Background: an optimization exercise with open tools, aiming at small area. Do not read the settings as production practice.
Function was checked by simulation only, so behaviour that the tests miss may differ from the original.
The clock port is modelled as an ideal driver; clocking choices that lean on that would not hold on a real chip.
Power and IR drop assume default switching activity.

--- design/flow/design.v ---
`timescale 1ps/1ps
module ekf_est (
    clk,
    n_rst,
    start,
    init,
    mode,
    i_b,
    v_t,
    ready,
    ekf_vrc,
    ekf_soc,
    ekf_done
);
input clk, n_rst;
input start;
input init;
input mode;
input [4:0] i_b;
input [23:0] v_t;
output ready;
output [23:0] ekf_vrc;
output [23:0] ekf_soc;
output ekf_done;
localparam [23:0] TH4_1 = 24'h03645a, TH4_2 = 24'h011d14, TH4_3 = 24'h01fbe7;
localparam [23:0] TH5_1 = 24'h5d2474, TH5_2 = 24'h688659, TH5_3 = 24'h53d3c3;
localparam [23:0] A4_F = 24'h6aff26, A4_S = 24'hadf77e;
localparam [23:0] A42_F = 24'h597b91, A42_S = 24'h348cd8;
localparam [23:0] B1_F = 24'hff463e, B1_S = 24'hf8be67;
localparam [23:0] B2_F = 24'h00b729, B2_S = 24'h0727a3;
localparam [23:0] DT_F = 24'h03ea03, DT_S = 24'h0a5753;
localparam [23:0] QC = 24'h000346;       
localparam [23:0] SOC_CH = 24'h010000, SOC_DIS = 24'h640000;
reg [4:0] ph;
always @(posedge clk or negedge n_rst) begin
    if (!n_rst) ph <= 5'd0;
    else ph <= (ph == 5'd23) ? 5'd0 : ph + 5'd1;
end
localparam [1:0] M_IDLE = 2'd0, M_WAIT = 2'd1, M_RUN = 2'd2, M_DONE = 2'd3;
reg [1:0] md;
reg [5:0] fr;
reg INITF, MODE;
wire accept = (md == M_IDLE) && start;
always @(posedge clk or negedge n_rst) begin
    if (!n_rst) begin
        md <= M_IDLE;
        fr <= 6'd0;
    end else begin
        case (md)
            M_IDLE: begin
                fr <= 6'd0;
                if (start) md <= (ph == 5'd23) ? M_RUN : M_WAIT;
            end
            M_WAIT: begin
                fr <= 6'd0;
                if (ph == 5'd23) md <= M_RUN;
            end
            M_RUN: begin
                if (ph == 5'd23) begin
                    fr <= fr + 6'd1;
                    if (INITF || (fr == 6'd37)) md <= M_DONE;
                end
            end
            default: md <= M_IDLE;
        endcase
    end
end
always @(posedge clk) begin
    if (accept) begin
        INITF <= init;
        MODE <= mode;
    end
end
assign ready = (md == M_IDLE);
assign ekf_done = (md == M_DONE);
wire run = (md == M_RUN);
wire filt = run & ~INITF;
wire ini = run & INITF;
wire [10:0] tt = {fr, ph};
wire [10:0] tf = {filt ? fr : 6'h3f, ph};
function [10:0] T;
    input integer x;
    begin
        T = ((x / 24) << 5) + (x % 24);
    end
endfunction
function tin;
    input [10:0] tv;
    input integer a;
    input integer b;
    integer fa, pa, fb, pb;
    begin
        fa = a / 24; pa = a % 24; fb = b / 24; pb = b % 24;
        if (fa == fb)
            tin = (tv[10:5] == fa) && (tv[4:0] >= pa) && (tv[4:0] <= pb);
        else
            tin = ((tv[10:5] == fa) && (tv[4:0] >= pa)) || ((tv[10:5] > fa) && (tv[10:5] < fb)) ||
                  ((tv[10:5] == fb) && (tv[4:0] <= pb));
    end
endfunction
function tat;
    input [10:0] tv;
    input integer a;
    begin
        tat = (tv[10:5] == a / 24) && (tv[4:0] == a % 24);
    end
endfunction
function cbit;
    input [10:0] tv;
    input [23:0] k;
    input integer off;
    integer i;
    reg r;
    begin
        r = 1'b0;
        for (i = 0; i < 24; i = i + 1)
            if (k[i]) r = r | tat(tv, off + i);
        cbit = r;
    end
endfunction
reg [23:0] XS, XR, P1, P2, P3, P4;      
reg [24:0] VT;
reg [4:0] IBS;
reg FAST;
reg [1:0] BAND;
reg [47:0] D;
reg [23:0] K1, K2;
reg [23:0] ACCA;
reg [24:0] ACCB;
reg [4:0] MSACC;
reg NEGF;
assign ekf_soc = XS;
assign ekf_vrc = XR;
always @(posedge clk) begin
    if (accept) IBS <= (i_b == 5'b10000) ? 5'd0 : i_b;
end
wire [6:0] xsi = XS[22:16];
wire [1:0] band_x = (xsi < 7'h14) ? 2'd0 : ((xsi <= 7'h5f) ? 2'd1 : 2'd2);
wire fast_x = MODE ? (xsi > 7'd70) : (XS[22:21] == 2'b00);
wire t0 = tat(tf, 0);
wire t624 = tat(tf, 624);
wire [1:0] hb = (t0 | t624) ? band_x : BAND;
wire fe = t0 ? fast_x : FAST;
wire [23:0] TH4 = (hb == 2'd0) ? TH4_1 : ((hb == 2'd1) ? TH4_2 : TH4_3);
wire [23:0] A4 = fe ? A4_F : A4_S;
wire [23:0] A42 = FAST ? A42_F : A42_S;
always @(posedge clk) begin
    if (t0) FAST <= fast_x;
    if (t0 | t624) BAND <= band_x;
end
wire K1Z = (K1 == 24'h800000);
wire K2Z = (K2 == 24'h800000);
wire a_k = tin(tf, 576, 600) | tin(tf, 677, 724) | tin(tf, 821, 868);
wire a_neg = tin(tf, 677, 724) | tin(tf, 821, 868);
wire a_a4 = tin(tf, 48, 71);
wire a_a42 = tin(tf, 96, 119);
wire [23:0] ca = a_k ? (K1Z ? 24'd0 : K1) : (a_a4 ? A4 : (a_a42 ? A42 : TH4));
wire a_on = tin(tf, 0, 23) | tin(tf, 48, 71) | tin(tf, 96, 119) | tin(tf, 144, 167) | tin(tf, 192, 215) |
            tin(tf, 360, 383) | tin(tf, 576, 600) | tin(tf, 624, 647) | tin(tf, 677, 724) |
            tin(tf, 768, 791) | tin(tf, 821, 868);
wire a_msb = tat(tf, 23) | tat(tf, 71) | tat(tf, 119) | tat(tf, 167) | tat(tf, 215) | tat(tf, 383) | tat(tf, 600) |
             tat(tf, 647) | tat(tf, 724) | tat(tf, 791) | tat(tf, 868);
wire clra = ~filt | tat(tf, 47) | tat(tf, 95) | tat(tf, 143) | tat(tf, 191) | tat(tf, 359) | tat(tf, 575) |
            tat(tf, 623) | tat(tf, 676) | tat(tf, 767) | tat(tf, 820);
reg sa_raw;
always @(*) begin
    sa_raw = P1[0];
    if (tin(tf, 0, 23)) sa_raw = XS[0];
    else if (tin(tf, 48, 71) | tin(tf, 360, 383)) sa_raw = P3[0];
    else if (tin(tf, 96, 119)) sa_raw = P4[0];
    else if (tin(tf, 576, 600)) sa_raw = VT[0];
    else if (tin(tf, 677, 724) | tin(tf, 821, 868)) sa_raw = D[44];
    else if (tin(tf, 768, 791)) sa_raw = P2[0];
end
reg seen_a;
wire sa = a_on & sa_raw & (~a_msb | seen_a);
wire suba = a_msb ^ a_neg;
wire [24:0] adda = ({25{sa}} & {ca[23], ca}) ^ {25{suba}};
wire [24:0] aina = {ACCA[23], ACCA};
reg [24:0] suma;
reg cya;
integer ia;
always @(*) begin
    cya = suba;
    for (ia = 0; ia < 25; ia = ia + 1) begin
        suma[ia] = aina[ia] ^ adda[ia] ^ cya;
        cya = (aina[ia] & adda[ia]) | (aina[ia] & cya) | (adda[ia] & cya);
    end
end
wire pa = suma[0];
reg par;
always @(posedge clk) begin
    ACCA <= clra ? 24'd0 : suma[24:1];
    seen_a <= clra ? 1'b0 : (seen_a | (a_on & sa_raw & ~a_msb));
    par <= pa;
end
wire divm = tin(tf, 289, 337) | tin(tf, 457, 505);
wire b_k = tin(tf, 580, 604) | tin(tf, 674, 721) | tin(tf, 818, 865);
wire b_neg = tin(tf, 674, 721) | tin(tf, 818, 865);
wire b_th = tin(tf, 146, 194);
wire [23:0] cb = divm ? K2 : (b_k ? (K2Z ? 24'd0 : K2) : (b_th ? TH4 : A4));
wire b_on = tin(tf, 0, 23) | tin(tf, 48, 71) | tin(tf, 146, 194) | tin(tf, 580, 604) | tin(tf, 674, 721) |
            tin(tf, 818, 865);
wire b_msb = tat(tf, 23) | tat(tf, 71) | tat(tf, 194) | tat(tf, 604) | tat(tf, 721) | tat(tf, 865);
wire clrb = ~filt | tat(tf, 47) | tat(tf, 144) | tat(tf, 288) | tat(tf, 456) | tat(tf, 579) | tat(tf, 673) |
            tat(tf, 817);
reg s2, WREG;
reg sb_raw;
always @(*) begin
    sb_raw = D[47];
    if (tin(tf, 0, 23)) sb_raw = P2[0];
    else if (tin(tf, 48, 71)) sb_raw = XR[0];
    else if (tin(tf, 146, 194)) sb_raw = WREG;
    else if (tin(tf, 580, 604)) sb_raw = VT[21];
end
reg seen_b;
wire sb = divm | (b_on & sb_raw & (~b_msb | seen_b));
wire subb = divm ? ~(ACCB[24] ^ K2[23]) : (b_msb ^ b_neg);
wire [24:0] addb = ({25{sb}} & {cb[23], cb}) ^ {25{subb}};
reg [24:0] sumb;
reg cyb;
integer ib;
always @(*) begin
    cyb = subb;
    for (ib = 0; ib < 25; ib = ib + 1) begin
        sumb[ib] = ACCB[ib] ^ addb[ib] ^ cyb;
        cyb = (ACCB[ib] & addb[ib]) | (ACCB[ib] & cyb) | (addb[ib] & cyb);
    end
end
wire pb = sumb[0];
wire kbzero = (K2 == 24'd0);
wire qbit = ~sumb[24] | kbzero;
reg pbr, pbsign;
always @(posedge clk) begin
    ACCB <= clrb ? 25'd0 : (divm ? {sumb[23:0], D[47]} : {sumb[24], sumb[24:1]});
    seen_b <= clrb ? 1'b0 : (seen_b | (b_on & sb_raw & ~b_msb));
    pbr <= pb;
    if (tat(tf, 95)) pbsign <= pb;
end
wire ms_bit = FAST ? (cbit(tf, DT_F, 16) | cbit(tf, B2_F, 72) | cbit(tf, B1_F, 113))
                   : (cbit(tf, DT_S, 16) | cbit(tf, B2_S, 72) | cbit(tf, B1_S, 113));
wire subs = tat(tf, 136);
wire clrs = ~filt | tat(tf, 47) | tat(tf, 95) | tat(tf, 143);
wire [5:0] adds = ({6{ms_bit}} & {IBS[4], IBS}) ^ {6{subs}};
wire [5:0] ains = {MSACC[4], MSACC};
reg [5:0] sums;
reg cys;
integer is;
always @(*) begin
    cys = subs;
    for (is = 0; is < 6; is = is + 1) begin
        sums[is] = ains[is] ^ adds[is] ^ cys;
        cys = (ains[is] & adds[is]) | (ains[is] & cys) | (adds[is] & cys);
    end
end
wire ps = sums[0];
always @(posedge clk) MSACC <= clrs ? 5'd0 : sums[5:1];
wire f1_act = filt & ((fr == 6'd7) | (fr == 6'd9) | (fr == 6'd16) | (fr == 6'd27) | (fr == 6'd33));
wire f1_sm = (fr == 6'd27) | (fr == 6'd33);
reg f1_x;
always @(*) begin
    f1_x = P4[0];
    if ((fr == 6'd7) | (fr == 6'd27)) f1_x = P3[0];
    else if (fr == 6'd9) f1_x = P2[0];
end
wire f2_act = filt & (fr == 6'd7);
wire f3_act = filt & (fr == 6'd8);
wire phl = (ph == 5'd23);
reg f1_seen, f1_hold, f2_seen, f2_hold, f3_seen, f3_hold;
wire f1_y = (phl & f1_sm) ? (f1_x & f1_seen) : f1_x;
wire f1_out = f1_act ? (f1_y ^ f1_seen) : f1_hold;
wire f2_y = phl ? (P2[0] & f2_seen) : P2[0];
wire f2_out = f2_act ? (f2_y ^ f2_seen) : f2_hold;
wire f3_out = f3_act ? (P4[0] ^ f3_seen) : f3_hold;
always @(posedge clk) begin
    f1_seen <= f1_act & (f1_seen | f1_x);
    f2_seen <= f2_act & (f2_seen | P2[0]);
    f3_seen <= f3_act & (f3_seen | P4[0]);
    if (f1_act & phl) f1_hold <= f1_out;
    if (f2_act & phl) f2_hold <= f2_out;
    if (f3_act & phl) f3_hold <= f3_out;
end
reg x1, y1, i1, x2, y2, i2, x3, y3, i3, x4, y4, i4;
reg cy1, cy2, cy3, cy4;
wire s1, s3, s4;
reg nseen;
reg parS, yh1, yh2, hold1, hold2;
wire sk = (tin(tf, 216, 240) | tin(tf, 384, 408) | tin(tf, 648, 672) | tin(tf, 792, 816)) ? s1 : par;
reg sdel;
wire vn_upd = tin(tf, 74, 96);
wire vn_act = vn_upd | tat(tf, 103) | tat(tf, 104);
wire vn_keep = tin(tf, 74, 104);
wire vn_out = s2 ^ nseen;
wire dn_act = tin(tf, 241, 288) | tin(tf, 338, 385) | tin(tf, 409, 456) | tin(tf, 506, 553);
wire dn_out = D[0] ^ (NEGF & nseen);
wire etap = tin(tf, 55, 102) ? D[41] : (tat(tf, 103) ? D[40] : (tat(tf, 104) ? D[39] : 1'b0));
wire pbv = tin(tf, 96, 104) ? pbsign : pb;
always @(*) begin
    x1 = 1'b0; y1 = 1'b0;
    x2 = 1'b0; y2 = 1'b0; i2 = 1'b0;
    x3 = 1'b0; y3 = 1'b0;
    x4 = 1'b0; y4 = 1'b0; i4 = 1'b0;
    if (tin(tf, 0, 47)) begin x1 = pa; y1 = cbit(tf, BAND == 2'd0 ? TH5_1 : (BAND == 2'd1 ? TH5_2 : TH5_3), 18); end
    else if (tin(tf, 72, 95)) begin x1 = pbr; y1 = ps; end
    else if (tin(tf, 120, 143)) begin x1 = par; y1 = cbit(tf, QC, 120); end
    else if (tin(tf, 145, 193)) begin x1 = tat(tf, 193) ? parS : par; y1 = tin(tf, 168, 193) & f1_out; end
    else if (tin(tf, 216, 240) | tin(tf, 384, 408) | tin(tf, 648, 672) | tin(tf, 792, 816)) begin x1 = par; y1 = f1_out; end
    else if (tin(tf, 600, 623)) begin x1 = pa; y1 = XS[0]; end
    else if (tin(tf, 720, 748)) begin x1 = pa; y1 = tin(tf, 720, 743) ? P1[0] : yh1; end
    else if (tin(tf, 864, 892)) begin x1 = pa; y1 = tin(tf, 864, 887) ? P2[0] : yh1; end
    if (tin(tf, 0, 47)) begin x2 = s1; y2 = ps; i2 = 1'b1; end
    else if (tin(tf, 48, 104)) begin x2 = etap; y2 = pbv; i2 = 1'b1; end
    else if (tin(tf, 120, 143)) begin x2 = XS[0]; y2 = ps; end
    else if (tin(tf, 145, 193)) begin x2 = s1; y2 = tin(tf, 168, 193) & f2_out; end
    else if (tin(tf, 600, 628)) begin x2 = pb; y2 = tin(tf, 600, 623) ? XR[0] : yh2; end
    else if (tin(tf, 720, 745)) begin x2 = pb; y2 = tin(tf, 720, 743) ? P3[0] : yh2; end
    else if (tin(tf, 864, 889)) begin x2 = pb; y2 = tin(tf, 864, 887) ? P4[0] : yh2; end
    if (tin(tf, 0, 23)) begin x3 = P1[0]; y3 = cbit(tf, QC, 0); end
    else if (tin(tf, 146, 218)) begin x3 = pb; y3 = cbit(tf, QC, 192); end
    if (tin(tf, 74, 104)) begin x4 = VT[0]; y4 = vn_out; end
    else if (tin(tf, 146, 218)) begin x4 = s3; y4 = tin(tf, 192, 218) & f3_out; i4 = 1'b1; end
end
wire st1 = tat(tf, 0) | tat(tf, 72) | tat(tf, 120) | tat(tf, 145) | tat(tf, 216) | tat(tf, 384) | tat(tf, 600) |
           tat(tf, 648) | tat(tf, 720) | tat(tf, 792) | tat(tf, 864);
wire st2 = tat(tf, 0) | tat(tf, 48) | tat(tf, 120) | tat(tf, 145) | tat(tf, 600) | tat(tf, 720) | tat(tf, 864);
wire st3 = tat(tf, 0) | tat(tf, 146);
wire st4 = tat(tf, 74) | tat(tf, 146);
wire c1 = st1 ? 1'b0 : cy1;
wire c2 = st2 ? i2 : cy2;
wire c3 = st3 ? 1'b0 : cy3;
wire c4 = st4 ? i4 : cy4;
wire y1e = y1, y2e = y2 ^ i2, y3e = y3, y4e = y4 ^ i4;
assign s1 = x1 ^ y1e ^ c1;
always @(*) s2 = x2 ^ y2e ^ c2;
assign s3 = x3 ^ y3e ^ c3;
assign s4 = x4 ^ y4e ^ c4;
wire m1 = (x1 & y1e) | (x1 & c1) | (y1e & c1);
wire m2 = (x2 & y2e) | (x2 & c2) | (y2e & c2);
wire m3 = (x3 & y3e) | (x3 & c3) | (y3e & c3);
wire m4 = (x4 & y4e) | (x4 & c4) | (y4e & c4);
wire act4 = ~tin(tf, 74, 104) | vn_act;
wire xrp_sg = pb ^ ps ^ m1;                  
wire xsp_sg = XS[0] ^ ps ^ m2;               
wire p1p_sg = P1[0] & ~c3;                   
wire xsn_sg = suma[1] ^ XS[0] ^ m1;          
always @(posedge clk) begin
    cy1 <= m1;
    cy2 <= m2;
    cy3 <= m3;
    cy4 <= act4 ? m4 : c4;
    sdel <= sk;
    WREG <= s2;
    if (tat(tf, 192)) parS <= par;
    if (tat(tf, 743)) yh1 <= P1[0];
    if (tat(tf, 887)) yh1 <= P2[0];
    if (tat(tf, 623) | tat(tf, 743) | tat(tf, 887)) yh2 <= y2;
    if (tat(tf, 748) | tat(tf, 892)) hold1 <= s1;
    if (tat(tf, 628) | tat(tf, 745) | tat(tf, 889)) hold2 <= s2;
    if (vn_keep) begin
        if (vn_upd) nseen <= nseen | s2;
    end else if (dn_act) nseen <= nseen | D[0];
    else nseen <= 1'b0;
end
reg wXS, wXR, wP1, wP2, wP3, wP4;
reg dXS, dXR, dP1, dP2, dP3, dP4;
always @(*) begin
    wXS = 1'b0; wXR = 1'b0; wP1 = 1'b0; wP2 = 1'b0; wP3 = 1'b0; wP4 = 1'b0;
    dXS = s2; dXR = s1; dP1 = s1; dP2 = s1; dP3 = s2; dP4 = s2;
    if (ini) begin
        wXS = 1'b1; wXR = 1'b1; wP1 = 1'b1; wP2 = 1'b1; wP3 = 1'b1; wP4 = 1'b1;
        dXS = MODE ? SOC_CH[ph] : SOC_DIS[ph];
        dXR = 1'b0; dP2 = 1'b0; dP3 = 1'b0;
        dP1 = QC[ph]; dP4 = QC[ph];
    end
    if (tin(tf, 120, 143)) begin wXS = 1'b1; dXS = tat(tf, 143) ? xsp_sg : s2; end
    if (tin(tf, 600, 623)) begin wXS = 1'b1; dXS = tat(tf, 623) ? xsn_sg : s1; end
    if (tin(tf, 72, 95)) begin wXR = 1'b1; dXR = tat(tf, 95) ? xrp_sg : s1; end
    if (tin(tf, 600, 622)) begin wXR = 1'b1; dXR = s2; end
    if (tat(tf, 647)) begin wXR = 1'b1; dXR = hold2; end
    if (tin(tf, 0, 23)) begin wP1 = 1'b1; dP1 = tat(tf, 23) ? p1p_sg : s3; end
    if (tin(tf, 720, 742)) begin wP1 = 1'b1; dP1 = s1; end
    if (tat(tf, 767)) begin wP1 = 1'b1; dP1 = hold1; end
    if (tin(tf, 24, 47)) begin wP2 = 1'b1; dP2 = pbr; end
    if (tin(tf, 864, 886)) begin wP2 = 1'b1; dP2 = s1; end
    if (tat(tf, 911)) begin wP2 = 1'b1; dP2 = hold1; end
    if (tin(tf, 72, 95)) begin wP3 = 1'b1; dP3 = par; end
    if (tin(tf, 720, 742)) begin wP3 = 1'b1; dP3 = s2; end
    if (tat(tf, 767)) begin wP3 = 1'b1; dP3 = hold2; end
    if (tin(tf, 120, 143)) begin wP4 = 1'b1; dP4 = s1; end
    if (tin(tf, 864, 886)) begin wP4 = 1'b1; dP4 = s2; end
    if (tat(tf, 911)) begin wP4 = 1'b1; dP4 = hold2; end
end
wire shVT = vn_act | tin(tf, 576, 604);
wire inVT = tin(tf, 576, 604) ? VT[0] : s4;
wire shK1 = tin(tf, 342, 364) | tat(tf, 385);
wire shK2 = tin(tf, 192, 214) | tat(tf, 218) | tin(tf, 507, 529) | tat(tf, 553);
wire inK2 = tin(tf, 192, 218) ? s4 : dn_out;
reg inD;
always @(*) begin
    inD = D[0];
    if (tin(tf, 0, 47)) inD = s2;
    else if (tin(tf, 193, 240) | tin(tf, 361, 408)) inD = (tat(tf, 193) | tat(tf, 361)) ? 1'b0 : ((tat(tf, 240) | tat(tf, 408)) ? sk : sdel);
    else if (tin(tf, 241, 288) | tin(tf, 409, 456)) inD = dn_out;
    else if (tin(tf, 625, 672) | tin(tf, 769, 816)) inD = sk;
end
always @(posedge clk) begin
    XS <= {wXS ? dXS : XS[0], XS[23:1]};
    XR <= {wXR ? dXR : XR[0], XR[23:1]};
    P1 <= {wP1 ? dP1 : P1[0], P1[23:1]};
    P2 <= {wP2 ? dP2 : P2[0], P2[23:1]};
    P3 <= {wP3 ? dP3 : P3[0], P3[23:1]};
    P4 <= {wP4 ? dP4 : P4[0], P4[23:1]};
    if (shK1) K1 <= {dn_out, K1[23:1]};
    if (shK2) K2 <= {inK2, K2[23:1]};
    if (accept) VT <= {v_t[23], v_t};
    else if (shVT) VT <= {inVT, VT[24:1]};
    if (divm) D <= {D[46:0], qbit};
    else D <= {inD, D[47:1]};
    if (tat(tf, 240) | tat(tf, 408)) NEGF <= sk;
    else if (tat(tf, 337) | tat(tf, 505)) NEGF <= NEGF ^ K2[23];
end
endmodule
--- design/flow/constraint.sdc ---
create_clock -name core_clock -period 20.0 [get_ports {clk}]
set_input_delay 4.0000 -clock core_clock [delete_from_list [all_inputs] [get_ports {clk}]]
set_output_delay 4.0000 -clock core_clock [all_outputs]
set_load 0.01 [all_outputs]
--- design/flow/standard.sh ---
#!/bin/bash
# synth_recipe.tcl (not shown) runs the flow's synth.tcl, then flattens the netlist and writes it again
# the make line also repeats each setting of config.mk as NAME=value (left out here)
make -C /OpenROAD-flow-scripts/flow DESIGN_CONFIG=/design/flow/config.mk WORK_HOME=/design/flow/orfs CLKGATE_MAP_FILE= SYNTH_SCRIPT=/design/flow/synth_recipe.tcl "${@:-finish}"
--- design/flow/config.mk ---
export PLATFORM = sky130hd
export DESIGN_NAME = ekf_est
export DESIGN_NICKNAME = ekf_est
export VERILOG_FILES = /design/flow/design.v
export SDC_FILE = /design/flow/constraint.sdc
export NUM_CORES = 8
export LEC_CHECK = 0
export ABC_AREA = 1
export CAP_MARGIN = 0
export CORE_MARGIN = 2
export CORE_UTILIZATION = 60
export CTS_BUF_LIST = sky130_fd_sc_hd__clkbuf_2 sky130_fd_sc_hd__clkbuf_4 sky130_fd_sc_hd__clkbuf_8
export PLACE_DENSITY = 0.7
export SLEW_MARGIN = 0
--- design/flow/flow/run.sh ---
#!/bin/bash
# The standard layout, with two changes: the port buffers are the smallest
# buffer cell, and clock tree synthesis adds no dummy loads and uses larger clusters.
set -euo pipefail
export BUFFER_PORTS_ARGS="-buffer_cell sky130_fd_sc_hd__buf_1"
export CTS_ARGS="-sink_clustering_enable -repair_clock_nets -dont_use_dummy_load -sink_clustering_size 15 -sink_clustering_max_diameter 80 -buf_list {sky130_fd_sc_hd__clkbuf_8}"
bash standard.sh > standard_flow.log 2>&1
==> impl_metrics.json, run 1 <==
{
  "crit_fanout": 82,
  "core_area_mm2": 0.02703,
  "drv_slew": 0,
  "cts-root-buf": "clkbuf_8",
  "nets": 2047,
  "insertion_delay_ns": 0.61,
  "hold_violations": 0,
  "dp_hpwl_um": 31660,
  "final-setup-viol-count": 0,
  "netlist_instances": 1868,
  "synth_seq_area_share_pct": 50.24,
  "synth_top_area_share_pct": 31.74,
  "dr.pass1.iters": 7,
  "cp_slowest_stage_delay_ns": 0.75,
  "async_reset_ff_share_pct": 3.552,
  "cts_setup_buffers": 0,
  "cts_tree": "done",
  "n_fill_cell": 2314,
  "powerDensity_mw_per_mm2": 92.36,
  "endpoint_kind": "flip-flop",
  "wire_per_inst_um": 18.11,
  "period_share_pct": 66.17,
  "startpoint_type": "flip-flop",
  "syn_area_per_cell_um2": 8.847,
  "rsz0062_at_grt": "no",
  "antenna_found_initial": 1,
  "fmax_mhz": 75.57,
  "fp.dieH_um": 170.0,
  "drt_wl_total_um": 41360,
  "syn_area_mm2": 0.01653,
  "die_area_mm2": 0.02889,
  "clk_path_buf_depth": 3,
  "p_leak_nw": 7.130,
  "final_area_mm2": 0.01751,
  "p_seq_share_pct": 59.5,
  "cp.arrival_ns": 13.71,
  "yosys.area.top_type": "dfxtp_1",
  "fin_crit_ns": 13.23,
  "critical_path_class": "flip-flop to flip-flop",
  "syn_to_final_growth_pct": 5.936,
  "critical-path-slowest-cell": "nor2_8",
  "synth_commonest_cells": "nand2_1 (430), dfxtp_1 (262), inv_1 (224)",
  "cts.sink_count": 366,
  "finalSetupTns_ns": 0,
  "num_rows": 60,
  "port_buffers": 83,
  "h-tree-depth": 1,
  "peakVddDrop_mv": 0.1037,
  "p_sw_mw": 0.5009,
  "grt_pass1_wl_um": 66290,
  "postCtsResizedCells": 0,
  "grt_pass1_vias": 12620,
  "status": "complete, no violations",
  "p_clk_share_pct": 21.2,
  "vias_per_cell": 5.572,
  "ys_top_cells_by_area": "dfxtp_1 (32%), edfxtp_1 (17%), nand2_1 (9.8%), fa_1 (6.8%), inv_1 (5.1%)",
  "yosysMostFrequentCell": "nand2_1",
  "cts_buffers": 28,
  "clkTransAtPathRegs_ns": 0.09,
  "start_util_pct": 61.15,
  "grt.total_usage_pct": 29.37,
  "drive_gt1_share_pct": 7.110,
  "place_area_mm2": 0.01712,
  "cp.required_ns": 20.47,
  "slew_headroom_pct": 31.31,
  "post-route-drc-count": 0,
  "clock_skew_ns": 0.06201,
  "swShare_pct": 30.98,
  "ys_types": 70,
  "cap_violations": 0,
  "ys.flop_type": "dfxtp_1",
  "synth_nets": 1972,
  "grt_max_degree": 83,
  "synth_seq_cells": 366,
  "yosys_warnings": 1,
  "min_path_type": "flip-flop to flip-flop",
  "synth_edf_count": 91,
  "place.gp.congestion": 1.007,
  "vias": 12720,
  "overflow": 0,
  "io_pins": 84,
  "tightest_slew_ns": 1.021,
  "cts_hold_buf": 0,
  "die_w_um": 170.0,
  "drtIter0Drc": 1143,
  "p_int_mw": 1.116,
  "pwr-share-comb_pct": 19.3,
  "ant_nets": 0,
  "crit_path_frequent_cell": "fa_1"
}
## path summary, 6_finish.rpt
path                       slack (ns)              start                  end  cells after the start
hold / removal                   0.29     P4[13]$_DFF_P_       P4[12]$_DFF_P_                      0
hold reg to reg                  0.29     P4[13]$_DFF_P_       P4[12]$_DFF_P_                      0
setup reg to reg                 6.77  md[0]$_DFFE_PN0P_  ACCB[23]$_SDFF_PP0_                     42
max in group asynchronous       16.08              n_rst      ph[0]$_DFF_PN0_                      1
min in group asynchronous        3.45              n_rst    fr[2]$_DFFE_PN0P_                      1
setup / recovery                 6.77  md[0]$_DFFE_PN0P_  ACCB[23]$_SDFF_PP0_                     42
## cells by family after synthesis
kind of cell,Yosys count,share of synthesized area [%]
xor gates and xnor gates,60,3.271
DFF,366,50.24
buffers and inverters,300,7.140
AOI/OAI and AO/OA,274,10.43
adders and majority gates,70,7.844
muxes,3,0.1968
and+or+nand+nor,795,20.88
## power by group through the flow
stage / combinational, mW / clock, mW / sequential (mW)
global placement: 0.306 / 0 / 0.972
finish: 0.312 / 0.343 / 0.963
detailed placement: 0.309 / 0 / 0.980
floorplan: 0.186 / 0 / 0.977
global route: 0.348 / 0.374 / 0.975
CTS: 0.311 / 0.352 / 0.965
## per-layer routing
metal,share of wire (%),up-vias,global-route usage (%)
met1,44,5972,40.23
met2,45,477,47.06
met3,6.8,110,5.279
met4,4.1,0,10.67
li1,-,6163,-
met5,0,-,0
## layout by cell type, fill, tap and decap left out, types with 6 or more instances in the layout
cell type	count
a211oi_1	24
a21oi_1	57
a31oi_1	6
buf_1	83
buf_4	11
clkbuf_8	28
dfrtp_1	13
dfxtp_1	262
edfxtp_1	91
fa_1	56
ha_1	14
inv_1	224
inv_2	25
nand2_1	430
nand2_2	17
nand3_1	64
nand3_2	7
nand4_1	15
nor2_1	192
nor2_2	8
nor2_4	9
nor3_1	23
nor4_1	10
o2111ai_1	6
o211ai_1	18
o211ai_2	7
o21ai_0	101
o21ai_1	6
o221ai_1	8
o22ai_1	8
xnor2_1	46
xor2_1	12
## through the flow
| step | setup WS (ns) | util, % | total power, mW | hold WS [ns] | std cells |
|---|---|---|---|---|---|
| 5_1_grt | 6.003 | 64.77 | 1.697 | 0.2989 | 2282 |
| 3_3_place_gp | 7.161 | 63.34 | 1.278 | 0.3099 | 2254 |
| 2_1_floorplan | 8.213 | - | 1.163 | 0.3096 | 1868 |
| 3_5_place_dp | 6.847 | 63.34 | 1.288 | 0.3121 | 2254 |
| 6_report | 6.767 | 64.78 | 1.617 | 0.2850 | 2283 |
| 4_1_cts | 6.804 | 64.77 | 1.627 | 0.2774 | 2282 |
## sequential cells by signal, indices dropped and copies added (netlist names), 6 cells and up
name / cells
ACCA: 24
ACCB: 25
D: 48
K1: 24
K2: 24
P1: 24
P2: 24
P3: 24
P4: 24
VT: 25
XR: 24
XS: 24
fr: 6
## worst max-delay path: cells and delay by family (launching register included)
family,cells,cell delay [ns]
fa+ha+maj,24,9.42
flops,1,0.42
xor+xnor,2,0.30
compound gates,3,0.53
buf+inv,5,0.78
simple gates,8,1.68
## final cells by class
cell class	count	area (µm²)	area share, %
tap	341	426.7	2.437
timing repair buffer	94	394.1	2.251
inverter	251	945.9	5.403
antenna	1	2.502	0.01429
clock buffer	28	385.4	2.201
multi-input combinational	1202	7049	40.27
sequential	366	8303	47.43
==> run 2: changes to the inputs <==
==> design/flow/flow/run.sh (replaced) <==
#!/bin/bash
# The standard layout, with two changes: the port buffers are the smallest
# buffer cell, and clock tree synthesis adds no dummy loads and uses larger clusters.
set -euo pipefail
export BUFFER_PORTS_ARGS="-buffer_cell sky130_fd_sc_hd__buf_1"
export CTS_ARGS="-sink_clustering_enable -repair_clock_nets -dont_use_dummy_load -sink_clustering_size 12 -sink_clustering_max_diameter 70 -buf_list {sky130_fd_sc_hd__clkbuf_4 sky130_fd_sc_hd__clkbuf_8}"
bash standard.sh > standard_flow.log 2>&1
--- a/design/flow/config.mk
+++ b/design/flow/config.mk
@@ -6,9 +6,9 @@
 export NUM_CORES = 8
 export LEC_CHECK = 0
 export ABC_AREA = 1
-export CAP_MARGIN = 0
+export CAP_MARGIN = 20
 export CORE_MARGIN = 2
 export CORE_UTILIZATION = 60
 export CTS_BUF_LIST = sky130_fd_sc_hd__clkbuf_2 sky130_fd_sc_hd__clkbuf_4 sky130_fd_sc_hd__clkbuf_8
 export PLACE_DENSITY = 0.7
-export SLEW_MARGIN = 0
+export SLEW_MARGIN = 20
==> run 2 against run 1 <==
Clock-buffer cell count is 10 higher. Worst setup slack better by 0.0090 ns. Critical path depth unchanged. Combinational power about the same. Final area rose by 0.79%. Die area is the same. First-iteration DRC count is 0.17% lower. Core utilization grew 0.51 points. Power up 3.7%. Register-to-register slack about the same. Sequential power hardly changed. Synthesized cell count is the same. Critical endpoint unchanged. Largest power group unchanged.
==> impl_metrics.json, run 2 <==
{
  "synth_top_area_share_pct": 31.74,
  "cp.arrival_ns": 13.68,
  "start_util_pct": 61.15,
  "syn_to_final_growth_pct": 6.768,
  "cp_slowest_stage_delay_ns": 0.76,
  "status": "complete, no violations",
  "yosysMostFrequentCell": "nand2_1",
  "synth_seq_cells": 366,
  "drive_gt1_share_pct": 7.586,
  "syn_area_per_cell_um2": 8.847,
  "cp.required_ns": 20.46,
  "ys_top_cells_by_area": "dfxtp_1 (32%), edfxtp_1 (17%), nand2_1 (9.8%), fa_1 (6.8%), inv_1 (5.1%)",
  "yosys_warnings": 1,
  "insertion_delay_ns": 0.56,
  "cts_buffers": 38,
  "synth_commonest_cells": "nand2_1 (430), dfxtp_1 (262), inv_1 (224)",
  "layout_commonest_cell": "nand2_1",
  "cts.sink_count": 366,
  "critPathBufInv": 5,
  "synth_edf_count": 91,
  "ys.flop_type": "dfxtp_1",
  "fmax_mhz": 75.62,
  "largest_register": "D",
  "antenna_found_initial": 1,
  "critical-path-slowest-cell": "nor2_8",
  "place.gp.congestion": 1.007,
  "fin_crit_ns": 13.22,
  "largestRegisters": "D (48), ACCB (25), VT (25)",
  "cts_tree": "done",
  "die_w_um": 170.0,
  "rsz0062_at_grt": "no",
  "finalSetupTns_ns": 0,
  "p_leak_nw": 7.202,
  "place_area_mm2": 0.01712,
  "p_clk_share_pct": 23.9,
  "period_share_pct": 66.12,
  "ant_nets": 0,
  "endpoint_kind": "flip-flop",
  "final_cells": 2293,
  "cts_setup_buffers": 0,
  "slew_headroom_pct": 28.50,
  "startpoint_type": "flip-flop",
  "async_reset_ff_share_pct": 3.552,
  "netlist_instances": 1868,
  "die_area_mm2": 0.02889,
  "final-setup-viol-count": 0,
  "cts-root-buf": "clkbuf_8",
  "tightest_slew_ns": 1.063,
  "nets": 2057,
  "grt_pass1_wl_um": 66640,
  "crit_fanout": 82,
  "post-route-drc-count": 0,
  "grt_pass1_vias": 12770,
  "grt.total_usage_pct": 29.70,
  "p_seq_share_pct": 57.4,
  "hold_violations": 0,
  "min_path_type": "flip-flop to flip-flop",
  "wire_per_inst_um": 18.16,
  "final_area_mm2": 0.01764,
  "grt_max_degree": 83,
  "peakVddDrop_mv": 0.1097,
  "port_buffers": 83,
  "h-tree-depth": 2,
  "drv_slew": 0,
  "swShare_pct": 30.74,
  "crit_path_frequent_cell": "fa_1",
  "io_pins": 84,
  "num_rows": 60,
  "cp_top_family": "adder cells",
  "yosys.area.top_type": "dfxtp_1",
  "ys_types": 70,
  "postCtsResizedCells": 0,
  "core_area_mm2": 0.02703,
  "n_fill_cell": 2302,
  "placed_cells": 2254,
  "critical_path_class": "flip-flop to flip-flop",
  "syn_area_mm2": 0.01653,
  "overflow": 0,
  "p_sw_mw": 0.5154,
  "fp.dieH_um": 170.0,
  "powerDensity_mw_per_mm2": 95.03,
  "clock_skew_ns": 0.03853,
  "cts_hold_buf": 0,
  "pwr-share-comb_pct": 18.7,
  "drt_wl_total_um": 41650,
  "largest_reg_flops": 48,
  "cap_violations": 0,
  "clkTransAtPathRegs_ns": 0.07,
  "vias": 12730,
  "synth_seq_area_share_pct": 50.24,
  "drtIter0Drc": 1141,
  "p_int_mw": 1.161,
  "synth_nets": 1972,
  "layout_common_cells": "nand2_1 (430), dfxtp_1 (262), inv_1 (224)",
  "vias_per_cell": 5.553,
  "dr.pass1.iters": 6,
  "clk_path_buf_depth": 3,
  "dp_hpwl_um": 31660
}
-- run 2: changes by cell type in the layout (fill, tap and decap cells not counted), sizes merged --
cell,delta
clkbuf,+10
-- run 2: per-stage QoR --
| step | power [mW] | setup slack [ns] | hold WS (ns) | util (%) |
|---|---|---|---|---|
| final | 1.677 | 6.776 | 0.3152 | 65.29 |
| after global routing | 1.759 | 6.049 | 0.3243 | 65.28 |
| after global placement | 1.278 | 7.161 | 0.3099 | 63.34 |
| after CTS | 1.689 | 6.832 | 0.3162 | 65.28 |
| after floorplan | 1.163 | 8.213 | 0.3096 | - |
| after detailed placement | 1.288 | 6.847 | 0.3121 | 63.34 |
-- run 2: power by group through the flow --
stage / logic (mW) / clock network (mW) / registers (mW)
after floorplan: 0.186 / 0 / 0.977
after global placement: 0.306 / 0 / 0.972
after detailed placement: 0.309 / 0 / 0.980
after CTS: 0.312 / 0.412 / 0.965
after global routing: 0.349 / 0.435 / 0.975
final: 0.313 / 0.401 / 0.963
-- run 2: worst reg2reg max path: cells and delay by family (launching register included) --
kind / cells / cell delay, ns
flip-flops: 1 / 0.41
AO/OA/AOI/OAI: 3 / 0.54
adder cells (fa/ha/maj): 24 / 9.42
XOR/XNOR: 2 / 0.30
AND/OR/NAND/NOR: 8 / 1.70
buffers and inverters: 5 / 0.80
-- run 2: layout make-up --
| class | instances | area, µm² | share of cell area, % |
|---|---|---|---|
| multi-input cells | 1202 | 7049 | 39.95 |
| inverters | 251 | 945.9 | 5.361 |
| flip-flops and latches | 366 | 8303 | 47.06 |
| repair buffers | 94 | 394.1 | 2.234 |
| clock buffers | 38 | 523.0 | 2.964 |
| diodes | 1 | 2.502 | 0.01418 |
| well taps | 341 | 426.7 | 2.418 |
-- run 2: final timing paths --
kind	cells after the start	end	slack, ns	start
max	42	ACCB[23]$_SDFF_PP0_	6.78	md[0]$_DFFE_PN0P_
min	0	P4[12]$_DFF_P_	0.32	P4[13]$_DFF_P_
max reg2reg	42	ACCB[23]$_SDFF_PP0_	6.78	md[0]$_DFFE_PN0P_
min reg2reg	0	P4[12]$_DFF_P_	0.32	P4[13]$_DFF_P_
max in group asynchronous	1	md[0]$_DFFE_PN0P_	16.03	n_rst
min in group asynchronous	1	ph[4]$_DFF_PN0_	3.49	n_rst
-- run 2: kinds of logic after synthesis --
| logic type | after synthesis | synth area share (%) |
|---|---|---|
| flip-flops | 366 | 50.24 |
| AO/OA/AOI/OAI | 274 | 10.43 |
| XOR/XNOR | 60 | 3.271 |
| AND/OR/NAND/NOR | 795 | 20.88 |
| multiplexers | 3 | 0.1968 |
| adder cells (fa/ha/maj) | 70 | 7.844 |
| buffers and inverters | 300 | 7.140 |
-- run 2: layer usage --
| layer | up-vias | global-route usage (%) | wire [µm] |
|---|---|---|---|
| met5 | - | 0 | 0 |
| met4 | 0 | 12.30 | 1830 |
| met3 | 123 | 5.767 | 3082 |
| met2 | 465 | 47.20 | 18650 |
| met1 | 5962 | 40.10 | 18090 |
| li1 | 6182 | - | - |
==> run 3: changes to the inputs <==
==> design/flow/flow/run.sh (replaced) <==
#!/bin/bash
# The standard layout, with two changes: the port buffers are the smallest
# buffer cell, and clock tree synthesis adds no dummy loads and uses larger clusters.
set -euo pipefail
export BUFFER_PORTS_ARGS="-buffer_cell sky130_fd_sc_hd__buf_1"
export CTS_ARGS="-sink_clustering_enable -repair_clock_nets -dont_use_dummy_load -sink_clustering_size 10 -sink_clustering_max_diameter 60 -buf_list {sky130_fd_sc_hd__clkbuf_4}"
bash standard.sh > standard_flow.log 2>&1
==> run 3 against run 2 <==
Hold slack got worse by 0.019 ns. Final area decreased by 1.1%. Still clean on timing, DRC and antenna. Power decreased by 4.6%. Core utilization decreased by 0.70 points. Clock skew increased by 0.044 ns. Largest cell class unchanged.
==> impl_metrics.json, run 3 <==
{
  "startpoint_type": "flip-flop",
  "ff2ff_setup_slack_ns": 6.73,
  "cts_setup_buffers": 0,
  "grtUsageMet3_pct": 5.558,
  "ys_types": 70,
  "synth_edf_count": 91,
  "synth_seq_area_share_pct": 50.24,
  "largestRegisters": "D (48), ACCB (25), VT (25)",
  "powerDensity_mw_per_mm2": 91.63,
  "rsz0062_at_grt": "no",
  "grt_pass1_vias": 12780,
  "crit_path_frequent_cell": "fa_1",
  "hold_end": "P1[10]$_DFF_P_",
  "p_leak_nw": 7.131,
  "place_area_mm2": 0.01712,
  "regToRegEndpoint": "ACCB[23]$_SDFF_PP0_",
  "cts-root-buf": "clkbuf_4",
  "cts_tree": "done",
  "yosys_warnings": 1,
  "critical_path_class": "flip-flop to flip-flop",
  "final_area_mm2": 0.01745,
  "final_cells": 2300,
  "syn_area_mm2": 0.01653,
  "drtIter0Drc": 1081,
  "antenna_found_initial": 2,
  "holdPathStages": 0,
  "fin_crit_ns": 13.27,
  "cp.required_ns": 20.58,
  "overflow": 0,
  "ys.flop_type": "dfxtp_1",
  "post-route-drc-count": 0,
  "layout_common_cells": "nand2_1 (430), dfxtp_1 (262), inv_1 (224)",
  "drv_slew": 0,
  "r2r-start": "md[0]$_DFFE_PN0P_",
  "largest_reg_flops": 48,
  "vias": 12860,
  "hold_violations": 0,
  "grt_busiest_layer": "met2",
  "layout_commonest_cell": "nand2_1",
  "synth_commonest_cells": "nand2_1 (430), dfxtp_1 (262), inv_1 (224)",
  "cts_buffers": 44,
  "dp_hpwl_um": 31660,
  "fp.dieH_um": 170.0,
  "clkTransAtPathRegs_ns": 0.10,
  "largest_register": "D",
  "clock_skew_ns": 0.08204,
  "final_core_util_pct": 64.58,
  "drt_wl_total_um": 41660,
  "grt_max_degree": 83,
  "period_share_pct": 66.33,
  "use_met1_pct": 40.50,
  "synth_nets": 1972,
  "ant_nets": 0,
  "yosys.area.top_type": "dfxtp_1",
  "globalRouteMet2Util_pct": 47.10,
  "status": "complete, no violations",
  "port_buffers": 83,
  "grt_pass1_wl_um": 66720,
  "syn_area_per_cell_um2": 8.847,
  "postCtsResizedCells": 0,
  "holdWs_ns": 0.2964,
  "wire_per_inst_um": 18.11,
  "start_util_pct": 61.15,
  "clk_path_buf_depth": 3,
  "num_rows": 60,
  "endpoint_kind": "flip-flop",
  "yosysMostFrequentCell": "nand2_1",
  "hp-start": "P1[11]$_DFF_P_",
  "final-setup-viol-count": 0,
  "ys_top_cells_by_area": "dfxtp_1 (32%), edfxtp_1 (17%), nand2_1 (9.8%), fa_1 (6.8%), inv_1 (5.1%)",
  "die_area_mm2": 0.02889,
  "cp_slowest_stage_delay_ns": 0.75,
  "cap_violations": 0,
  "netlist_instances": 1868,
  "fmax_mhz": 75.38,
  "insertion_delay_ns": 0.74,
  "slew_headroom_pct": 28.12,
  "cts.sink_count": 366,
  "cp.arrival_ns": 13.85,
  "cts_hold_buf": 0,
  "drive_gt1_share_pct": 7.869,
  "synth_top_area_share_pct": 31.74,
  "reg2reg_depth": 42,
  "peakVddDrop_mv": 0.09442,
  "crit_fanout": 82,
  "placed_cells": 2254,
  "io_pins": 84,
  "grt.total_usage_pct": 29.70,
  "critical-path-slowest-cell": "nor2_8",
  "finalSetupTns_ns": 0,
  "nets": 2063,
  "die_w_um": 170.0,
  "vias_per_cell": 5.590,
  "async_reset_ff_share_pct": 3.552,
  "place.gp.congestion": 1.007,
  "core_area_mm2": 0.02703,
  "h-tree-depth": 2,
  "syn_to_final_growth_pct": 5.618,
  "dr.pass1.iters": 8,
  "min_path_type": "flip-flop to flip-flop",
  "synth_seq_cells": 366,
  "tightest_slew_ns": 1.068
}
==> run 3: cell type report <==
class	count	area (µm²)
clock buffers	44	330.3
multi-input cells	1202	7049
well taps	341	426.7
inverters	251	945.9
flip-flops and latches	366	8303
fillers	2326	9572
repair buffers	94	394.1
diodes	2	5.005
==> run 3: metal layers <==
metal  up-vias  share of wire (%)
met2       492                 45
met1      6035                 43
met3       118                7.5
met4         0                4.3
li1       6213                  -
met5         -                  0
==> run 3: power by group <==
part / leakage, nW / switching [mW] / internal, mW / total (mW)
clock: 0.202 / 0.223 / 0.101 / 0.324
combinational: 3.78 / 0.222 / 0.0910 / 0.313
sequential: 3.15 / 0.0619 / 0.900 / 0.962
total: 7.13 / 0.507 / 1.09 / 1.60
==> run 3: how the worst max path moves through the flow <==
stage                            from                   to  cells past startpoint
floorplan           md[0]$_DFFE_PN0P_         D[0]$_DFF_P_                     48
finish              md[0]$_DFFE_PN0P_  ACCB[23]$_SDFF_PP0_                     42
global route        md[0]$_DFFE_PN0P_  ACCB[24]$_SDFF_PP0_                     42
global placement    md[0]$_DFFE_PN0P_  ACCB[23]$_SDFF_PP0_                     42
CTS                 md[0]$_DFFE_PN0P_  ACCB[23]$_SDFF_PP0_                     42
detailed placement  md[0]$_DFFE_PN0P_  ACCB[23]$_SDFF_PP0_                     42
==> run 3: worst max-delay path: cells and delay by family (launching register included) <==
family | cells | cell delay, ns
AO/OA/AOI/OAI | 3 | 0.53
XOR/XNOR | 2 | 0.30
adder cells (fa/ha/maj) | 24 | 9.40
buffers and inverters | 5 | 0.76
flip-flops | 1 | 0.42
AND/OR/NAND/NOR | 8 | 1.67
==> run 3: kinds of logic after synthesis <==
group,Yosys count,share of synthesized area (%)
multiplexers,3,0.1968
flip-flops,366,50.24
AO/OA/AOI/OAI,274,10.43
buffers and inverters,300,7.140
XOR/XNOR,60,3.271
adder cells (fa/ha/maj),70,7.844
AND/OR/NAND/NOR,795,20.88
==> run 3: stage by stage <==
| stage | setup WS (ns) | power [mW] |
|---|---|---|
| final | 6.733 | 1.599 |
| after global routing | 5.987 | 1.685 |
| after floorplan | 8.213 | 1.163 |
| after CTS | 6.747 | 1.612 |
| after detailed placement | 6.847 | 1.288 |
| after global placement | 7.161 | 1.278 |
==> run 4: changes to the inputs <==
==> design/flow/flow/run.sh (replaced) <==
#!/bin/bash
# The standard layout, with three changes: the port buffers are the smallest
# buffer cell, clock tree synthesis adds no dummy loads and uses larger clusters,
# and after placement sizing the resizer recovers area on paths with slack.
set -euo pipefail
export BUFFER_PORTS_ARGS="-buffer_cell sky130_fd_sc_hd__buf_1"
export CTS_ARGS="-sink_clustering_enable -repair_clock_nets -dont_use_dummy_load -sink_clustering_size 15 -sink_clustering_max_diameter 80 -buf_list {sky130_fd_sc_hd__clkbuf_8}"
export POST_RESIZE_TCL="$PWD/flow/recover.tcl"
bash standard.sh > standard_flow.log 2>&1
==> design/flow/flow/recover.tcl (new file) <==
# After placement sizing: with the large setup slack, let the resizer shrink
# cells on paths that have slack to spare (area recovery).
estimate_parasitics -placement
repair_timing -recover_power 100 -verbose
--- a/design/flow/config.mk
+++ b/design/flow/config.mk
@@ -10,5 +10,6 @@
 export CORE_MARGIN = 2
 export CORE_UTILIZATION = 60
 export CTS_BUF_LIST = sky130_fd_sc_hd__clkbuf_2 sky130_fd_sc_hd__clkbuf_4 sky130_fd_sc_hd__clkbuf_8
+export GPL_TIMING_DRIVEN = 0
 export PLACE_DENSITY = 0.7
 export SLEW_MARGIN = 20
==> run 4 against run 3 <==
Still clean on timing, DRC and antenna. Register-to-register slack worse by 1.6 ns. Clock skew down 0.011 ns. Sequential power is essentially flat. Wire length grew 3.6%. Die area is the same. Non-clock buffer count up 42. Synthesized area unchanged. Core utilization rose by 0.37 points. Sequential share of layout area decreased by 0.27 points. Critical path type unchanged. Critical endpoint unchanged. Highest routed layer unchanged.
==> impl_metrics.json, run 4 <==
{
  "status": "complete, no violations",
  "cts-root-buf": "clkbuf_8",
  "synth_seq_cells": 366,
  "die_area_mm2": 0.02889,
  "cts_hold_buf": 0,
  "insertion_delay_ns": 0.63,
  "slew_headroom_pct": 21.42,
  "largestRegisters": "D (48), ACCB (25), VT (25)",
  "ys_top_cells_by_area": "dfxtp_1 (32%), edfxtp_1 (17%), nand2_1 (9.8%), fa_1 (6.8%), inv_1 (5.1%)",
  "drv_slew": 0,
  "holdWs_ns": 0.3272,
  "fp.dieH_um": 170.0,
  "place.gp.congestion": 1.043,
  "cts_setup_buffers": 0,
  "synth_seq_area_share_pct": 50.24,
  "layout_common_cells": "nand2_1 (437), dfxtp_1 (262), inv_1 (226)",
  "dr.pass1.iters": 6,
  "min_path_type": "flip-flop to flip-flop",
  "h-tree-depth": 1,
  "crit_fanout": 10,
  "period_share_pct": 74.25,
  "ys_types": 70,
  "drive_gt1_share_pct": 5.598,
  "ys.flop_type": "dfxtp_1",
  "use_met1_pct": 43.34,
  "drtIter0Drc": 1278,
  "fin_crit_ns": 14.85,
  "postCtsResizedCells": 0,
  "cap_violations": 0,
  "io_pins": 84,
  "fmax_mhz": 67.34,
  "antenna_found_initial": 0,
  "grt_busiest_layer": "met2",
  "cp.required_ns": 20.50,
  "tightest_slew_ns": 1.168,
  "syn_to_final_growth_pct": 6.216,
  "netlist_instances": 1868,
  "final-setup-viol-count": 0,
  "grt_pass1_vias": 12690,
  "synth_top_area_share_pct": 31.74,
  "synth_nets": 1972,
  "vias": 13050,
  "vias_per_cell": 5.613,
  "syn_area_per_cell_um2": 8.847,
  "powerDensity_mw_per_mm2": 92.27,
  "dp_hpwl_um": 32940,
  "nets": 2089,
  "cp.arrival_ns": 15.35,
  "drt_wl_total_um": 43140,
  "antenna_cells": 0,
  "crit_path_frequent_cell": "fa_1",
  "start_util_pct": 61.15,
  "wire_per_inst_um": 18.56,
  "yosys.area.top_type": "dfxtp_1",
  "globalRouteMet2Util_pct": 48.54,
  "synth_edf_count": 91,
  "layout_commonest_cell": "nand2_1",
  "startpoint_type": "flip-flop",
  "clkTransAtPathRegs_ns": 0.09,
  "yosys_warnings": 1,
  "rsz0062_at_grt": "no",
  "post-route-drc-count": 0,
  "async_reset_ff_share_pct": 3.552,
  "critical-path-slowest-cell": "nor3_1",
  "finalSetupTns_ns": 0,
  "seq_area_mm2": 0.008303,
  "n_fill_cell": 2292,
  "largest_register": "D",
  "p_leak_nw": 7.153,
  "grt_max_degree": 26,
  "clk_path_buf_depth": 3,
  "clock_skew_ns": 0.07106,
  "critical_path_class": "flip-flop to flip-flop",
  "syn_area_mm2": 0.01653,
  "synth_commonest_cells": "nand2_1 (430), dfxtp_1 (262), inv_1 (224)",
  "cts_tree": "done",
  "final_area_mm2": 0.01755,
  "multi_input_area_mm2": 0.006950,
  "die_w_um": 170.0,
  "cts_buffers": 28,
  "place_area_mm2": 0.01716,
  "final_core_util_pct": 64.95,
  "port_buffers": 83,
  "ant_nets": 0,
  "overflow": 0,
  "largest_reg_flops": 48,
  "endpoint_kind": "flip-flop",
  "num_rows": 60,
  "yosysMostFrequentCell": "nand2_1",
  "grt.total_usage_pct": 30.35,
  "cp_slowest_stage_delay_ns": 0.56,
  "hold_violations": 0,
  "grt_pass1_wl_um": 68450,
  "core_area_mm2": 0.02703,
  "peakVddDrop_mv": 0.08324,
  "cts.sink_count": 366,
  "grtUsageMet3_pct": 3.605
}
-- run 4: cell counts after synthesis --
No cell type changed its count.
-- run 4: metal layers --
layer  vias to the layer above  part of all wire (%)
li1                       6238                     -
met1                      6143                    44
met2                       547                    45
met3                       117                   7.5
met4                         0                   3.7
met5                         -                     0
-- run 4: logic make-up (layout without fill, tap and decap cells) --
family                     after synthesis  count (layout)  synth area share, %
and+or+nand+nor                        795             795                20.88
DFF                                    366             366                50.24
buffers and inverters                  300             415                7.140
xor gates and xnor gates                60              60                3.271
AOI/OAI and AO/OA                      274             274                10.43
muxes                                    3               3               0.1968
adders and majority gates               70              70                7.844
-- run 4: final timing paths --
check,start,to,slack (ns),depth (start not counted)
worst max-delay path,md[0]$_DFFE_PN0P_,ACCB[23]$_SDFF_PP0_,5.15,47
worst min-delay path,P1[13]$_DFF_P_,P1[12]$_DFF_P_,0.33,0
worst max register to register,md[0]$_DFFE_PN0P_,ACCB[23]$_SDFF_PP0_,5.15,47
worst min register to register,P1[13]$_DFF_P_,P1[12]$_DFF_P_,0.33,0
max in group asynchronous,n_rst,fr[1]$_DFFE_PN0P_,16.12,1
min in group asynchronous,n_rst,fr[5]$_DFFE_PN0P_,3.44,1
-- run 4: per-stage QoR --
step	power, mW	setup WS (ns)	instances
3_3_place_gp	1.283	7.229	2292
2_1_floorplan	1.163	8.213	1868
4_1_cts	1.630	5.211	2324
3_5_place_dp	1.286	5.278	2296
5_1_grt	1.701	4.475	2324
6_report	1.620	5.151	2324
-- run 4: cell type report --
cell class / count / share of cell area (%)
clock buffer: 28 / 2.195
tap: 341 / 2.431
timing repair buffer: 87 / 1.868
multi-input combinational: 1202 / 39.60
buffer: 49 / 1.219
inverter: 251 / 5.389
sequential: 366 / 47.30
-- run 4: worst max-delay path: cells and delay by family, from the launching register on --
family	cells	cell delay, ns
simple gates	9	1.85
buf+inv	8	1.92
xor+xnor	2	0.28
fa+ha+maj	24	9.31
compound gates	4	0.99
flops	1	0.42
-- run 4: power breakdown --
| part | internal, mW | switching, mW |
|---|---|---|
| clock network | 0.125 | 0.225 |
| registers | 0.901 | 0.0590 |
| logic | 0.0904 | 0.220 |
| total | 1.12 | 0.504 |
==> run 5: changes to the inputs <==
--- a/design/flow/config.mk
+++ b/design/flow/config.mk
@@ -10,6 +10,5 @@
 export CORE_MARGIN = 2
 export CORE_UTILIZATION = 60
 export CTS_BUF_LIST = sky130_fd_sc_hd__clkbuf_2 sky130_fd_sc_hd__clkbuf_4 sky130_fd_sc_hd__clkbuf_8
-export GPL_TIMING_DRIVEN = 0
 export PLACE_DENSITY = 0.7
 export SLEW_MARGIN = 20
==> run 5 against run 4 <==
Via count fell by 2.1%. Die area did not move. Critical path type unchanged. Hold slack got worse by 0.046 ns. Sequential share of layout area rose by 0.32 points. Core utilization fell by 0.44 points. Largest cell class unchanged.
==> impl_metrics.json, run 5 <==
{
  "fin_ws_ns": 5.656,
  "port_buffers": 83,
  "tightest_slew_ns": 1.052,
  "die_w_um": 170.0,
  "synth_nets": 1972,
  "p_int_mw": 1.114,
  "synth_commonest_cells": "nand2_1 (430), dfxtp_1 (262), inv_1 (224)",
  "syn_to_final_growth_pct": 5.504,
  "syn_area_per_cell_um2": 8.847,
  "ys_types": 70,
  "wire_per_inst_um": 18.31,
  "dr.pass1.iters": 8,
  "place.gp.congestion": 1.007,
  "clk_path_buf_depth": 3,
  "grt_max_degree": 83,
  "synth_edf_count": 91,
  "fp.dieH_um": 170.0,
  "nets": 2049,
  "cts-root-buf": "clkbuf_8",
  "die_area_mm2": 0.02889,
  "overflow": 0,
  "ant_nets": 0,
  "finalSetupTns_ns": 0,
  "drive_gt1_share_pct": 5.816,
  "cap_violations": 0,
  "vias_per_cell": 5.592,
  "drtIter0Drc": 1390,
  "p_clk_share_pct": 21.2,
  "layout_commonest_cell": "nand2_1",
  "hp-start": "P4[13]$_DFF_P_",
  "syn_area_mm2": 0.01653,
  "layout_common_cells": "nand2_1 (436), dfxtp_1 (262), inv_1 (227)",
  "netlist_instances": 1868,
  "dp_hpwl_um": 31680,
  "crit_path_frequent_cell": "fa_1",
  "critPathLaunch": "md[0]$_DFFE_PN0P_",
  "yosysMostFrequentCell": "nand2_1",
  "pwr-share-comb_pct": 19.0,
  "hold_violations": 0,
  "crit_fanout": 19,
  "cp_slowest_stage_delay_ns": 0.75,
  "pre_cts_slack_ns": 3.136,
  "cts.sink_count": 366,
  "critical_path_class": "flip-flop to flip-flop",
  "rsz0062_at_grt": "no",
  "status": "complete, no violations",
  "synth_top_area_share_pct": 31.74,
  "slew_headroom_pct": 29.84,
  "ys.flop_type": "dfxtp_1",
  "cts_hold_buf": 0,
  "grt.total_usage_pct": 29.56,
  "cts_tree": "done",
  "clock_skew_ns": 0.06586,
  "synth_seq_area_share_pct": 50.24,
  "start_util_pct": 61.15,
  "yosys_warnings": 1,
  "cts_setup_buffers": 0,
  "p_leak_nw": 7.119,
  "ff2ff_setup_slack_ns": 5.66,
  "clkTransAtPathRegs_ns": 0.09,
  "antenna_found_initial": 1,
  "critical-path-slowest-cell": "nor2_1",
  "powerDensity_mw_per_mm2": 92.34,
  "swShare_pct": 30.84,
  "cts_buffers": 28,
  "yosys.area.top_type": "dfxtp_1",
  "ys_top_cells_by_area": "dfxtp_1 (32%), edfxtp_1 (17%), nand2_1 (9.8%), fa_1 (6.8%), inv_1 (5.1%)",
  "antenna_cells": 0,
  "final_core_util_pct": 64.51,
  "fin_crit_ns": 14.34,
  "num_rows": 60,
  "post-route-drc-count": 0,
  "p_sw_mw": 0.4965,
  "postCtsResizedCells": 0,
  "startpoint_type": "flip-flop",
  "multi_input_area_mm2": 0.006950,
  "cp.arrival_ns": 14.82,
  "holdWs_ns": 0.2815,
  "period_share_pct": 71.72,
  "seq_area_mm2": 0.008303,
  "cp.required_ns": 20.48,
  "fmax_mhz": 69.72,
  "core_area_mm2": 0.02703,
  "peakVddDrop_mv": 0.1035,
  "vias": 12770,
  "largest_reg_flops": 48,
  "largestRegisters": "D (48), ACCB (25), VT (25)",
  "largest_register": "D",
  "p_seq_share_pct": 59.7,
  "n_fill_cell": 2346,
  "endpoint_kind": "flip-flop",
  "io_pins": 84,
  "insertion_delay_ns": 0.62,
  "synth_seq_cells": 366,
  "drv_slew": 0,
  "grt_pass1_vias": 12600,
  "drt_wl_total_um": 41810,
  "final-setup-viol-count": 0,
  "async_reset_ff_share_pct": 3.552,
  "grt_pass1_wl_um": 66930,
  "h-tree-depth": 1,
  "r2r-start": "md[0]$_DFFE_PN0P_",
  "min_path_type": "flip-flop to flip-flop"
}
[run 5: metal layers]
layer  vias to the layer above  global-route usage (%)  wire [µm]
met5                         -                       0          0
met4                         0                   9.030       1427
met3                        92                   3.163       2630
met2                       472                   48.71      19290
met1                      6046                   41.42      18460
li1                       6163                       -          -
[run 5: final timing paths]
path / to / depth (start not counted)
hold / removal: P4[12]$_DFF_P_ / 0
setup / recovery: ACCA[22]$_SDFF_PP0_ / 40
hold reg to reg: P4[12]$_DFF_P_ / 0
max in group asynchronous: ph[0]$_DFF_PN0_ / 1
setup reg to reg: ACCA[22]$_SDFF_PP0_ / 40
min in group asynchronous: fr[2]$_DFFE_PN0P_ / 1
[run 5: power by group through the flow]
stage	combinational [mW]	sequential, mW	clock (mW)
finish	0.306	0.962	0.342
global route	0.342	0.975	0.375
CTS	0.306	0.964	0.353
detailed placement	0.304	0.979	0
global placement	0.306	0.972	0
floorplan	0.186	0.977	0
[run 5: kinds of logic after synthesis]
kind of cell	Yosys count	synth area share, %
adder cells (fa/ha/maj)	70	7.844
XOR/XNOR	60	3.271
AO/OA/AOI/OAI	274	10.43
flip-flops	366	50.24
multiplexers	3	0.1968
buffers and inverters	300	7.140
AND/OR/NAND/NOR	795	20.88
[run 5: final cells by class]
type | count | area share, %
clock buffers | 28 | 2.210
inverters | 251 | 5.418
multi-input cells | 1202 | 39.86
flip-flops and latches | 366 | 47.62
well taps | 341 | 2.447
repair buffers | 96 | 2.440
[run 5: worst max-delay path: cells and delay by family, from the launching register on]
kind            cells  cell delay [ns]
simple gates        8             2.38
compound gates      2             0.57
xor+xnor            1             0.22
fa+ha+maj          24             9.49
buf+inv             5             1.16
flops               1             0.42
[run 5: stage by stage]
step,power [mW],cells,area [µm²]
finish,1.610,2284,17440
global placement,1.278,2254,17120
CTS,1.623,2282,17370
global route,1.692,2284,17440
detailed placement,1.283,2254,16990
floorplan,1.163,1868,16530
==> run 6: changes to the inputs <==
--- a/design/flow/flow/run.sh
+++ b/design/flow/flow/run.sh
@@ -6,4 +6,5 @@
 export BUFFER_PORTS_ARGS="-buffer_cell sky130_fd_sc_hd__buf_1"
 export CTS_ARGS="-sink_clustering_enable -repair_clock_nets -dont_use_dummy_load -sink_clustering_size 15 -sink_clustering_max_diameter 80 -buf_list {sky130_fd_sc_hd__clkbuf_8}"
 export POST_RESIZE_TCL="$PWD/flow/recover.tcl"
+export POST_CTS_TCL="$PWD/flow/recover_cts.tcl"
 bash standard.sh > standard_flow.log 2>&1
==> design/flow/flow/recover_cts.tcl (new file) <==
# After clock tree synthesis: recover area again on paths with slack.
estimate_parasitics -placement
repair_timing -recover_power 100 -verbose
==> run 6 against run 5 <==
Sequential cell count stayed put. Die area unchanged. Global-route usage unchanged. Core utilization is essentially flat. Critical path depth increased by 5. Clock-buffer cell count is the same. First-iteration DRC count rose by 2.5%. Worst setup slack worse by 0.14 ns. Clock skew is essentially flat. Maximum frequency is 0.95% lower. Register-to-register slack got worse by 0.14 ns.
==> impl_metrics.json, run 6 <==
{
  "peakVddDrop_mv": 0.1034,
  "grt_busiest_layer": "met2",
  "start_util_pct": 61.15,
  "ys_top_cells_by_area": "dfxtp_1 (32%), edfxtp_1 (17%), nand2_1 (9.8%), fa_1 (6.8%), inv_1 (5.1%)",
  "overflow": 0,
  "drt_wl_total_um": 41760,
  "cts_tree": "done",
  "syn_area_per_cell_um2": 8.847,
  "final-setup-viol-count": 0,
  "place.gp.congestion": 1.007,
  "num_rows": 60,
  "critical-path-slowest-cell": "nor2_1",
  "clock_skew_ns": 0.06613,
  "endpoint_kind": "flip-flop",
  "rsz0062_at_grt": "no",
  "grt_pass1_vias": 12600,
  "p_sw_mw": 0.4972,
  "largestRegisters": "D (48), ACCB (25), VT (25)",
  "cp.arrival_ns": 14.97,
  "syn_to_final_growth_pct": 5.444,
  "async_reset_ff_share_pct": 3.552,
  "power_mw": 1.611,
  "dp_hpwl_um": 31680,
  "ff2ff_setup_slack_ns": 5.52,
  "hold_violations": 0,
  "ys_types": 70,
  "port_buffers": 83,
  "placed_cells": 2254,
  "cap_violations": 0,
  "synth_commonest_cells": "nand2_1 (430), dfxtp_1 (262), inv_1 (224)",
  "fin_crit_ns": 14.48,
  "wire_per_inst_um": 18.28,
  "powerDensity_mw_per_mm2": 92.43,
  "holdWs_ns": 0.2844,
  "netlist_instances": 1868,
  "yosys_warnings": 1,
  "io_pins": 84,
  "p_clk_share_pct": 21.3,
  "pwr-share-comb_pct": 19.0,
  "p_int_mw": 1.113,
  "status": "complete, no violations",
  "yosysMostFrequentCell": "nand2_1",
  "startpoint_type": "flip-flop",
  "use_met1_pct": 41.42,
  "layout_common_cells": "nand2_1 (437), dfxtp_1 (262), inv_1 (228)",
  "largest_register": "D",
  "die_w_um": 170.0,
  "synth_seq_area_share_pct": 50.24,
  "drv_slew": 0,
  "critical_path_class": "flip-flop to flip-flop",
  "synth_edf_count": 91,
  "grt_pass1_wl_um": 66930,
  "p_seq_share_pct": 59.7,
  "yosys.area.top_type": "dfxtp_1",
  "finalSetupTns_ns": 0,
  "drtIter0Drc": 1425,
  "p_leak_nw": 7.114,
  "ant_nets": 0,
  "tightest_slew_ns": 1.057,
  "grtUsageMet3_pct": 3.163,
  "crit_fanout": 12,
  "crit_path_frequent_cell": "fa_1",
  "period_share_pct": 72.41,
  "drive_gt1_share_pct": 5.610,
  "synth_top_area_share_pct": 31.74,
  "post-route-drc-count": 0,
  "slew_headroom_pct": 29.51,
  "antenna_found_initial": 1,
  "clkTransAtPathRegs_ns": 0.09,
  "die_area_mm2": 0.02889,
  "synth_nets": 1972,
  "globalRouteMet2Util_pct": 48.71,
  "layout_commonest_cell": "nand2_1",
  "syn_area_mm2": 0.01653,
  "insertion_delay_ns": 0.63,
  "core_area_mm2": 0.02703,
  "grt_max_degree": 83,
  "vias_per_cell": 5.633,
  "fp.dieH_um": 170.0,
  "largest_reg_flops": 48,
  "swShare_pct": 30.87,
  "min_path_type": "flip-flop to flip-flop",
  "synth_seq_cells": 366,
  "cp.required_ns": 20.49,
  "cp_slowest_stage_delay_ns": 0.74,
  "final_cells": 2284,
  "nets": 2049,
  "antenna_cells": 0,
  "dr.pass1.iters": 6,
  "cts.sink_count": 366,
  "fmax_mhz": 69.05,
  "vias": 12870,
  "ys.flop_type": "dfxtp_1",
  "grt.total_usage_pct": 29.56
}
run 6: cell counts after synthesis:
Identical to the previous run, type by type.
run 6: stage by stage:
step	worst slack (ns)	utilization, %	cell area, µm²
2_1_floorplan	8.213	-	16530
3_3_place_gp	7.161	63.34	17120
3_5_place_dp	3.136	62.86	16990
5_1_grt	4.667	64.48	17430
6_report	5.518	64.48	17430
run 6: path summary, 6_finish.rpt:
check                      cells after the start              start                  end
setup / recovery                              45  md[0]$_DFFE_PN0P_  ACCB[23]$_SDFF_PP0_
hold / removal                                 0     P4[13]$_DFF_P_       P4[12]$_DFF_P_
setup reg to reg                              45  md[0]$_DFFE_PN0P_  ACCB[23]$_SDFF_PP0_
hold reg to reg                                0     P4[13]$_DFF_P_       P4[12]$_DFF_P_
max in group asynchronous                      1              n_rst      ph[0]$_DFF_PN0_
min in group asynchronous                      1              n_rst    fr[2]$_DFFE_PN0P_
run 6: area by class of cell:
| type | count | area (µm²) |
|---|---|---|
| Tap cell | 341 | 426.7 |
| Sequential cell | 366 | 8303 |
| Clock buffer | 28 | 385.4 |
| Timing Repair Buffer | 96 | 425.4 |
| Multi-Input combinational cell | 1202 | 6940 |
| Fill cell | 2349 | 9600 |
| Inverter | 251 | 944.7 |
run 6: cells by family (layout without fill, tap and decap cells):
logic type      Yosys count  count (layout)  synth area share, %
xor+xnor                 60              60                3.271
buf+inv                 300             375                7.140
compound gates          274             274                10.43
simple gates            795             795                20.88
flops                   366             366                50.24
mux                       3               3               0.1968
fa+ha+maj                70              70                7.844
run 6: power by group through the flow:
stage / sequential, mW / combinational (mW) / clock (mW)
after floorplan: 0.977 / 0.186 / 0
after global placement: 0.972 / 0.306 / 0
after detailed placement: 0.979 / 0.304 / 0
after global routing: 0.975 / 0.342 / 0.375
final: 0.962 / 0.306 / 0.343
run 6: per-layer routing:
| metal | up-vias | part of all wire [%] | wire (µm) |
|---|---|---|---|
| met4 | 0 | 3.9 | 1623 |
| met3 | 116 | 6.5 | 2733 |
| li1 | 6166 | - | - |
| met5 | - | 0 | 0 |
| met1 | 6040 | 44 | 18290 |
| met2 | 543 | 46 | 19110 |
run 6: critical path: cells and delay by family, from the launching register on:
family,cells,cell delay (ns)
xor gates and xnor gates,2,0.31
buffers and inverters,6,0.97
and+or+nand+nor,9,2.32
DFF,1,0.42
AOI/OAI and AO/OA,4,0.97
adders and majority gates,24,9.38
